Context: an optimization exercise on an open-source flow, tuned for small area, a short achievable clock period and few clock cycles per item. The choices shown serve that exercise and are no tape-out recipe. The RTL was checked by simulation tests, not by an equivalence proof against the original design.

P:
==> flow/design.v (excerpt) <==
module matrixMultiplierSmall #(
    parameter int WIDTH = 16,
    parameter int N = 3
)(
    input  logic        clk,
    input  logic        rst_n,
    input  logic        start,
    input  logic [N*N*WIDTH-1:0] matrixA,
    input  logic [N*N*WIDTH-1:0] matrixB,
    output logic [N*N*2*WIDTH-1:0] resultMatrix,
    output logic        done
);
clock: 8.0 ns
lec_check: 0
cap_margin: 20
core_margin: 2
core_utilization: 40
gpl_timing_driven: 0
place_density: 0.6
setup_slack_margin: 0.3
slew_margin: 20
synth_hierarchical: 1
buffer_ports_args: -buffer_cell sky130_fd_sc_hd__buf_4
standard.sh (not shown) runs the stock make flow with config.mk's settings and CLKGATE_MAP_FILE= SYNTH_SCRIPT=/design/flow/synth_recipe.tcl, a recipe that flattens the netlist after the stock synthesis.
==> flow/flow/run.sh <==
#!/bin/bash
# The standard layout, with two changes:
# - the ports are buffered by buf_4 cells instead of the slow delay buffers
#   buffer_ports picks by default;
# - after the standard synthesis, the a21oi_2 and o21ai_2 cells that ABC sized
#   up inside the small prefix-merge modules go back to their _1 sizes (the
#   same functions); the layout's timing repair sizes up the ones that need it.
set -e
cp standard.sh standard.sh.txt
echo "export BUFFER_PORTS_ARGS = -buffer_cell sky130_fd_sc_hd__buf_4" >> "$FLOW_CONFIG"
RES="$PWD/orfs/results/$FLOW_PLATFORM/matrixMultiplierSmall/base"
bash standard.sh "$RES/1_2_yosys.v" > synth.log 2>&1
python3 flow/downsize.py "$RES/1_2_yosys.v" > downsize.log 2>&1
bash standard.sh > standard.log 2>&1
==> flow/flow/downsize.py <==
#!/usr/bin/env python3
"""Swap sized-up AOI/OAI cells in the synthesized netlist for their _1 sizes."""
import re, sys
path = sys.argv[1]
t = open(path).read()
swaps = {'sky130_fd_sc_hd__a21oi_2': 'sky130_fd_sc_hd__a21oi_1',
         'sky130_fd_sc_hd__o21ai_2': 'sky130_fd_sc_hd__o21ai_1'}
for old, new in swaps.items():
    n = len(re.findall(r'\b%s\b' % old, t))
    t = re.sub(r'\b%s\b' % old, new, t)
    print(f'{old} -> {new}: {n}')
open(path, 'w').write(t)
P reached the end of the flow, and the finished layout is clean on the timing, design-rule and antenna checks.
Testbench counts of P, summed over its fixed seeds: cycles 1,608, items 1,600.
Relative to P, the following input files were edited for Q:
Settings: BUFFER_PORTS_ARGS: -buffer_cell sky130_fd_sc_hd__buf_4 -> -buffer_cell sky130_fd_sc_hd__buf_2.
==> flow/flow/run.sh <==
#!/bin/bash
# The standard layout, with two changes:
# - the ports are buffered by buf_2 cells instead of the slow delay buffers
#   buffer_ports picks by default;
# - after the standard synthesis, the a21oi_2, o21ai_2 and a few NOR cells that
#   ABC sized up inside the small modules go back to their _1 sizes (the same
#   functions); the layout's timing repair sizes up the ones that need it.
set -e
cp standard.sh standard.sh.txt
echo "export BUFFER_PORTS_ARGS = -buffer_cell sky130_fd_sc_hd__buf_2" >> "$FLOW_CONFIG"
RES="$PWD/orfs/results/$FLOW_PLATFORM/matrixMultiplierSmall/base"
bash standard.sh "$RES/1_2_yosys.v" > synth.log 2>&1
python3 flow/downsize.py "$RES/1_2_yosys.v" > downsize.log 2>&1
bash standard.sh > standard.log 2>&1
--- a/flow/flow/downsize.py
+++ b/flow/flow/downsize.py
@@ -5,5 +5,7 @@
 t = open(path).read()
 swaps = {'sky130_fd_sc_hd__a21oi_2': 'sky130_fd_sc_hd__a21oi_1',
-         'sky130_fd_sc_hd__o21ai_2': 'sky130_fd_sc_hd__o21ai_1'}
+         'sky130_fd_sc_hd__o21ai_2': 'sky130_fd_sc_hd__o21ai_1',
+         'sky130_fd_sc_hd__nor2b_4': 'sky130_fd_sc_hd__nor2b_1',
+         'sky130_fd_sc_hd__nor2_2': 'sky130_fd_sc_hd__nor2_1'}
 for old, new in swaps.items():
     n = len(re.findall(r'\b%s\b' % old, t))
--- outcome ---
Per the final summary, Q finished and its layout is clean on timing, DRC and antenna. Between Q and P, the initial antenna violation count is higher for Q. Compared with P, in Q total stage count of the critical path went down by 2, shortest period the worst path allows went up by 0.017 ns, least setup slack across all paths after layout went down by 0.017 ns.

---

the previous run:
Starting RTL as in the previous note.
==> flow/config.mk <==
export PLATFORM = sky130hd
export DESIGN_NAME = matrixMultiplierSmall
export DESIGN_NICKNAME = matrixMultiplierSmall
export VERILOG_FILES = /design/flow/design.v
export SDC_FILE = /design/flow/constraint.sdc
export NUM_CORES = 4
export LEC_CHECK = 0
export CAP_MARGIN = 20
export CORE_MARGIN = 2
export CORE_UTILIZATION = 46
export GPL_TIMING_DRIVEN = 0
export PLACE_DENSITY = 0.6
export SETUP_SLACK_MARGIN = 0.3
export SLEW_MARGIN = 20
export SYNTH_HIERARCHICAL = 1
export BUFFER_PORTS_ARGS = -buffer_cell sky130_fd_sc_hd__buf_4
==> flow/constraint.sdc <==
create_clock -name core_clock -period 8.0 [get_ports {clk}]
set_input_delay 1.6000 -clock core_clock [delete_from_list [all_inputs] [get_ports {clk}]]
set_output_delay 1.6000 -clock core_clock [all_outputs]
set_load 0.01 [all_outputs]
==> flow/flow/run.sh <==
#!/bin/bash
# The standard layout, with two changes:
# - the ports are buffered by buf_4 cells instead of the slow delay buffers
#   buffer_ports picks by default;
# - after the standard synthesis, the a21oi_2 and o21ai_2 cells that ABC sized
#   up inside the small prefix-merge modules go back to their _1 sizes (the
#   same functions); the layout's timing repair sizes up the ones that need it.
set -e
cp standard.sh standard.sh.txt
echo "export BUFFER_PORTS_ARGS = -buffer_cell sky130_fd_sc_hd__buf_4" >> "$FLOW_CONFIG"
RES="$PWD/orfs/results/$FLOW_PLATFORM/matrixMultiplierSmall/base"
bash standard.sh "$RES/1_2_yosys.v" > synth.log 2>&1
python3 flow/downsize.py "$RES/1_2_yosys.v" > downsize.log 2>&1
bash standard.sh > standard.log 2>&1
==> flow/flow/downsize.py <==
#!/usr/bin/env python3
"""Swap sized-up AOI/OAI cells in the synthesized netlist for their _1 sizes."""
import re, sys
path = sys.argv[1]
t = open(path).read()
swaps = {'sky130_fd_sc_hd__a21oi_2': 'sky130_fd_sc_hd__a21oi_1',
         'sky130_fd_sc_hd__o21ai_2': 'sky130_fd_sc_hd__o21ai_1'}
for old, new in swaps.items():
    n = len(re.findall(r'\b%s\b' % old, t))
    t = re.sub(r'\b%s\b' % old, new, t)
    print(f'{old} -> {new}: {n}')
open(path, 'w').write(t)
The previous run | stages: all done | timing, DRC, antenna: all pass
Testbench counts of the previous run, summed over its fixed seeds: cycles 1,608, items 1,600.
For the current run, these inputs were changed with respect to the previous run:
# the previous run
export LEC_CHECK = 0
export CAP_MARGIN = 20
export CORE_MARGIN = 2
export CORE_UTILIZATION = 46
export GPL_TIMING_DRIVEN = 0
export PLACE_DENSITY = 0.6
export SETUP_SLACK_MARGIN = 0.3
export SLEW_MARGIN = 20
export SYNTH_HIERARCHICAL = 1
export BUFFER_PORTS_ARGS = -buffer_cell sky130_fd_sc_hd__buf_4
create_clock -name core_clock -period 8.0 [get_ports {clk}]
# the current run
export LEC_CHECK = 0
export CAP_MARGIN = 20
export CORE_MARGIN = 2
export CORE_UTILIZATION = 40
export GPL_TIMING_DRIVEN = 1
export PLACE_DENSITY = 0.6
export SETUP_SLACK_MARGIN = 0.3
export SLEW_MARGIN = 20
export SYNTH_HIERARCHICAL = 1
export BUFFER_PORTS_ARGS = -buffer_cell sky130_fd_sc_hd__buf_4
create_clock -name core_clock -period 8.0 [get_ports {clk}]
[summary]
- Delta (the current run minus the previous run): met3 wirelength from detailed routing now smaller; total track usage now sits lower; sequential cell area share stayed essentially flat; clock buffer instance count of the final layout increased by about 18% relative to the old numbers.
- Fraction of the cycle the final worst path needs (lower): the current run
- Non-clock buffer share of cell area: the current run higher than the previous run
- What the current run reported for number of placed instances, taps included has to be multiplied by 0.900 to get the figure for the previous run.
- Die area came out higher on the current run than on the previous run.

## separate check: timing with driven ports
The results above use ideal ports. As a check the final layouts listed here were re-extracted and re-timed, cells and wires unchanged.
Step 1 assumes that a clkbuf_16 drives the clock port and a buf_2 every other input.
Step 2, shift: input delay + t, output delay - t, t = (earliest + latest rising clock arrival at the registers) / 2. This alone moves slack from input paths to output paths.
Three values: no drivers, after step 1, after step 2; two values: the first two.
run	t, ns	slack for setup (ns)	latest minus earliest clock arrival (ns)	worst register clock-pin slew, ns	worst slew at a driven data input, ns
P	0.845	0.331 / 0.230 / -0.616	0.028 / 0.029	0.08 / 0.08	0.36
Q	0.851	0.314 / 0.274 / -0.577	0.066 / 0.066	0.10 / 0.10	0.25
the previous run	0.831	0.253 / 0.190 / -0.640	0.113 / 0.113	0.09 / 0.09	0.28
the current run	0.875	0.468 / 0.561 / -0.314	0.050 / 0.050	0.07 / 0.07	0.25
With both steps, setup timing fails in every run listed, where it was met with ideal ports. For P, which loses most, drivers alone change the setup slack by -0.101 ns; drivers and shift together by -0.947 ns.
